Source: an optimization exercise on an open RTL-to-GDS flow (aim: small area). Production flows keep margins and buffers that such runs may drop.
Only simulation tests tie the RTL to the original design; equivalence was not proved.

==> flow/design.v <==
module cordiciter(input clk,input signed  [15:0] Xin,input signed  [15:0] Yin,input   [15:0] Zin,input signed[15:0] prev_angle,output reg [15:0] Xout,output reg [15:0] Yout,output reg [15:0] Zout,input [2:0] i);
always @(posedge clk)
begin
    Xout<=Yin[15]? Xin-(Yin>>>i) : Xin+(Yin>>>i);
    Yout<=Yin[15]? Yin+(Xin>>>i) : Yin-(Xin>>>i);
    Zout<=Yin[15]? Zin-prev_angle : Zin+prev_angle;
end
endmodule
module Cordic(input clk,input signed  [15:0] Xin, input signed  [15:0] Yin, output reg signed  [15:0]norm, output reg signed  [15:0]inclination);
   localparam signed [17:0] allcosmulfactor = 18'sd40108;
   wire[15:0] Xi[0:7];  
   assign Xi[0]=Xin[15]?-Xin:Xin;  
   wire[15:0] Yi[0:7];  
   assign Yi[0]=Yin;
   wire[15:0] Z[0:7];  
   assign Z[0]=0;   
   wire signed [15:0]Xf;
   wire signed [15:0]Yf;
   wire [15:0] angle_rotated_total;
   wire [15:0] angles [0:7];
	assign angles[0] = 16'b0010000000000000; 
   assign angles[1] = 16'b0001001011100100; 
   assign angles[2] = 16'b0000100111111011; 
   assign angles[3] = 16'b0000010100010001; 
   assign angles[4] = 16'b0000001010001011;
   assign angles[5] = 16'b0000000101000101;
   assign angles[6] = 16'b0000000010100010;
   assign angles[7] = 16'b0000000001010001;
   reg [7:0] xsign;
   always @(posedge clk)
      xsign <= {xsign[6:0], Xin[15]};
   cordiciter c0(clk,Xi[0],Yi[0],Z[0],angles[0],Xi[1],Yi[1],Z[1],3'd0);
   cordiciter c1(clk,Xi[1],Yi[1],Z[1],angles[1],Xi[2],Yi[2],Z[2],3'd1);
   cordiciter c2(clk,Xi[2],Yi[2],Z[2],angles[2],Xi[3],Yi[3],Z[3],3'd2);
   cordiciter c3(clk,Xi[3],Yi[3],Z[3],angles[3],Xi[4],Yi[4],Z[4],3'd3);
   cordiciter c4(clk,Xi[4],Yi[4],Z[4],angles[4],Xi[5],Yi[5],Z[5],3'd4);
   cordiciter c5(clk,Xi[5],Yi[5],Z[5],angles[5],Xi[6],Yi[6],Z[6],3'd5);
   cordiciter c6(clk,Xi[6],Yi[6],Z[6],angles[6],Xi[7],Yi[7],Z[7],3'd6);
   cordiciter c7(clk,Xi[7],Yi[7],Z[7],angles[7],Xf,Yf,angle_rotated_total,3'd7);
   wire signed [33:0] norm_scaled = Xf*allcosmulfactor + 34'sd32768;
   always @(posedge clk)
   begin
        inclination<=xsign[7]?16'b1000000000000000-angle_rotated_total:angle_rotated_total;
        norm<=norm_scaled[31:16];
   end
endmodule
==> flow/constraint.sdc <==
create_clock -name core_clock -period 7.0 [get_ports {clk}]
set_input_delay 1.4000 -clock core_clock [delete_from_list [all_inputs] [get_ports {clk}]]
set_output_delay 1.4000 -clock core_clock [all_outputs]
set_load 0.01 [all_outputs]
==> flow/config.mk <==
export PLATFORM = sky130hd
export DESIGN_NAME = Cordic
export DESIGN_NICKNAME = Cordic
export VERILOG_FILES = /design/flow/design.v
export SDC_FILE = /design/flow/constraint.sdc
export NUM_CORES = 4
export LEC_CHECK = 0
export CAP_MARGIN = 20
export CORE_MARGIN = 2
export CORE_UTILIZATION = 40
export SLEW_MARGIN = 20
==> flow/run.sh <==
#!/bin/bash
# synth_recipe.tcl (not shown) runs the flow's synth.tcl, then flattens the netlist and writes it again
# the make line also repeats each setting of config.mk as NAME=value (left out here)
make -C /OpenROAD-flow-scripts/flow DESIGN_CONFIG=/design/flow/config.mk WORK_HOME=/design/flow/orfs CLKGATE_MAP_FILE= SYNTH_SCRIPT=/design/flow/synth_recipe.tcl finish
==> notes.md <==
==> flip-flops by register name, summed over array words and instances, names as in the netlist, 9 cells and up <==
register,count
c0.Xout,16
c0.Yout,15
c1.Xout,16
c1.Yout,16
c2.Xout,16
c2.Yout,16
c2.Zout,13
c3.Xout,16
c3.Yout,16
c3.Zout,15
c4.Xout,16
c4.Yout,16
c4.Zout,15
c5.Xout,16
c5.Yout,16
c5.Zout,15
c6.Xout,16
c6.Yout,9
c6.Zout,15
c7.Xout,16
c7.Zout,15
inclination,15
norm,16
==> final timing paths <==
path               startpoint       end  slack (ns)  depth (start not counted)
setup / recovery  c7.Xout[12]  norm[14]        0.60                         21
setup reg to reg  c7.Xout[12]  norm[14]        0.60                         21
hold / removal       xsign[5]  xsign[6]        0.32                          0
hold reg to reg      xsign[5]  xsign[6]        0.32                          0
==> area by class of cell <==
class / count / share of cell area, %
Tap cell: 959 / 3.65
Timing Repair Buffer: 72 / 2.13
Multi-Input combinational cell: 2567 / 62.3
Inverter: 432 / 4.94
Clock inverter: 17 / 0.751
Sequential cell: 364 / 22.2
Clock buffer: 63 / 4.04
==> cells in the mapped netlist, drive strengths merged, types with 35 or more instances <==
master / count / area [sq um]
clkbuf: 35 / 131
nand2: 158 / 593
o21ai: 147 / 736
nor3: 114 / 571
a21oi: 230 / 1160
nor2: 276 / 1040
or3: 38 / 238
ha: 449 / 5620
fa: 110 / 2200
nand3: 57 / 285
xor2: 138 / 1210
inv: 432 / 1620
a21o: 49 / 368
xnor2: 288 / 2520
nand2b: 37 / 231
dfxtp: 364 / 7290
nor2b: 52 / 325
==> per-stage QoR <==
stage / cells / area (sq um)
finish: 4474 / 32800
global route: 4474 / 32800
CTS: 4474 / 32800
detailed placement: 4394 / 31300
global placement: 4394 / 31300
floorplan: 3407 / 29500
==> routing by layer <==
metal | global-route usage (%) | vias up | wire length [microns]
met4 | 5.38 | 0 | 1630
met3 | 2.03 | 96 | 1830
li1 | - | 11800 | -
met1 | 20.7 | 9979 | 28400
met2 | 29.0 | 273 | 29300
met5 | 0 | - | 0
==> cells by family after synthesis <==
logic type / share of synthesized area [%]
simple gates: 14.7
fa+ha+maj: 26.5
buf+inv: 6.07
xor+xnor: 12.6
mux: 0.644
flops: 24.7
other cells: 0.0127
compound gates: 14.8
==> results.yml <==
cells_and_area:
  utilization_pct: 44.9
  antennaDiodeCount: 0
  fill_cells: 7228
  final_common_cell: "ha_1"
  drive_gt1_share_pct: 3.39
  nets: 4074
  seq_area_sq_mm: 0.00729
  syn2layout_area_growth_pct: 11.2
  final_cell_mix: "449 x ha_1, 432 x inv_1, 364 x dfxtp_1"
  multi_input_area_sq_mm: 0.0205
timing:
  rsz0062_at_grt: "no"
  relSlewSlack_pct: 45.0
  tns_ns: 0
  maxSlewViolCount: 0
  setup_violations: 0
  whs_ns: 0.325
  skew_ns: 0.0260
  worst_pin_slew_ns: 0.823
  post-route-period-util_pct: 91.5
  hold_viol_final: 0
  fin_crit_ns: 6.40
  fmax_ghz: 0.156
  setup_slack_ns: 0.598
synth:
  ys_async_sr_fraction_pct: 0
  synth.yosys.seq_area_share_pct: 24.7
  synth_cell_types: 77
  synth.cell_area_sq_mm: 0.0295
  synth-seq-cells: 364
  syn_area_per_cell_sq_um: 8.67
  synth_nets: 3999
  synth-warning-count: 2
  synth_edf_count: 0
  synthCells: 3407
  ys.flop_type: "dfxtp_1"
clock_network:
  hold_buffers: 0
  cts_max_path_buffers: 3
  htreeDepth: 2
  clk_pin_slew_ns: 0.05
  cts_tree: "yes"
  clk_latency_ns: 0.59
  cts_root_buf: "clkbuf_16"
  cts_made_buffers: 45
  cts.repair.resized: 0
  post_cts_buffers: 0
  cts.sinks: 364
global_route:
  grt_pass1_wl_mm: 104
  grt_max_degree: 39
  antenna_found_initial: 2
  grt_remaining_overflow: 0
  track_usage_pct: 16.4
  grt_pass1_vias: 21800
critical_path:
  cp_common_cell: "fa_1"
  cp.buffers_inverters: 4
  worstPathMaxFanout: 7
  required_ns: 7.51
  cp_slowest_cell: "nor4_2"
  worstSetupEndpointType: "register"
  cp-start-kind: "register"
  cp_cell_sequence: "ha_1 -> inv_1 -> fa_1 -> inv_1 -> fa_1 -> fa_1 -> fa_1 -> inv_1 -> fa_1 -> inv_1 -> ha_1 -> and4_4 -> a21boi_1 -> a211o_4 -> a211oi_2 -> nor2_2 -> nor4_2 -> nand4_4 -> a211o_1 -> a221oi_2 -> xnor2_1"
  cp_slowest_stage_delay_ns: 0.56
  crit_arrival_ns: 6.91
  cp_top_family: "adder cells"
  critPathKind: "register to register"
floorplanning:
  die_w_microns: 276
  core_area_sq_mm: 0.0731
  dieArea_sq_mm: 0.0760
  core.rowCount: 99
  start_util_pct: 40.4
  die_h_microns: 276
  ios: 65
drt:
  drc: 0
  route.vias.total: 22100
  antenna_left: 0
  drt_iter0_markers: 999
  wire_per_inst_microns: 13.7
  via_per_inst: 4.94
  routed_wl_mm: 61.2
  first_pass_iters: 18
placed_design:
  dpl_worst_slack_ns: 0.586
  port_buffers: 63
  place.gp.congestion: 0.876
  hpwlAfterDp_mm: 50.4
flow_run:
  cap_violations: 0
worst_hold_path:
  hold_path_class: "register to register"
outcome:
  outcome: "complete, no violations"

-- port drivers added, routing unchanged --
The results above use ideal ports. As a check the final layout listed here was re-extracted and re-timed, cells and wires unchanged.
Step 1 (the two cells are an assumption about what drives the block):
set clk [get_ports {clk}]
set_driving_cell -lib_cell sky130_fd_sc_hd__clkbuf_16 $clk
set_driving_cell -lib_cell sky130_fd_sc_hd__buf_2 [delete_from_list [all_inputs] $clk]
Step 2, shift: input delay + t, output delay - t, t = (earliest + latest rising clock arrival at the registers) / 2. This alone moves slack from input paths to output paths.
Three values: ideal ports, drivers, drivers and shift; two values: the first two.
shift t [ns]: 0.632
setup slack, ns: 0.598 / 0.598 / 0.598
worst setup path after step 2: register to register
After both steps this run still meets setup and hold. The setup slack of this run moves by 0.000 ns with the drivers and by 0.000 ns with both steps.
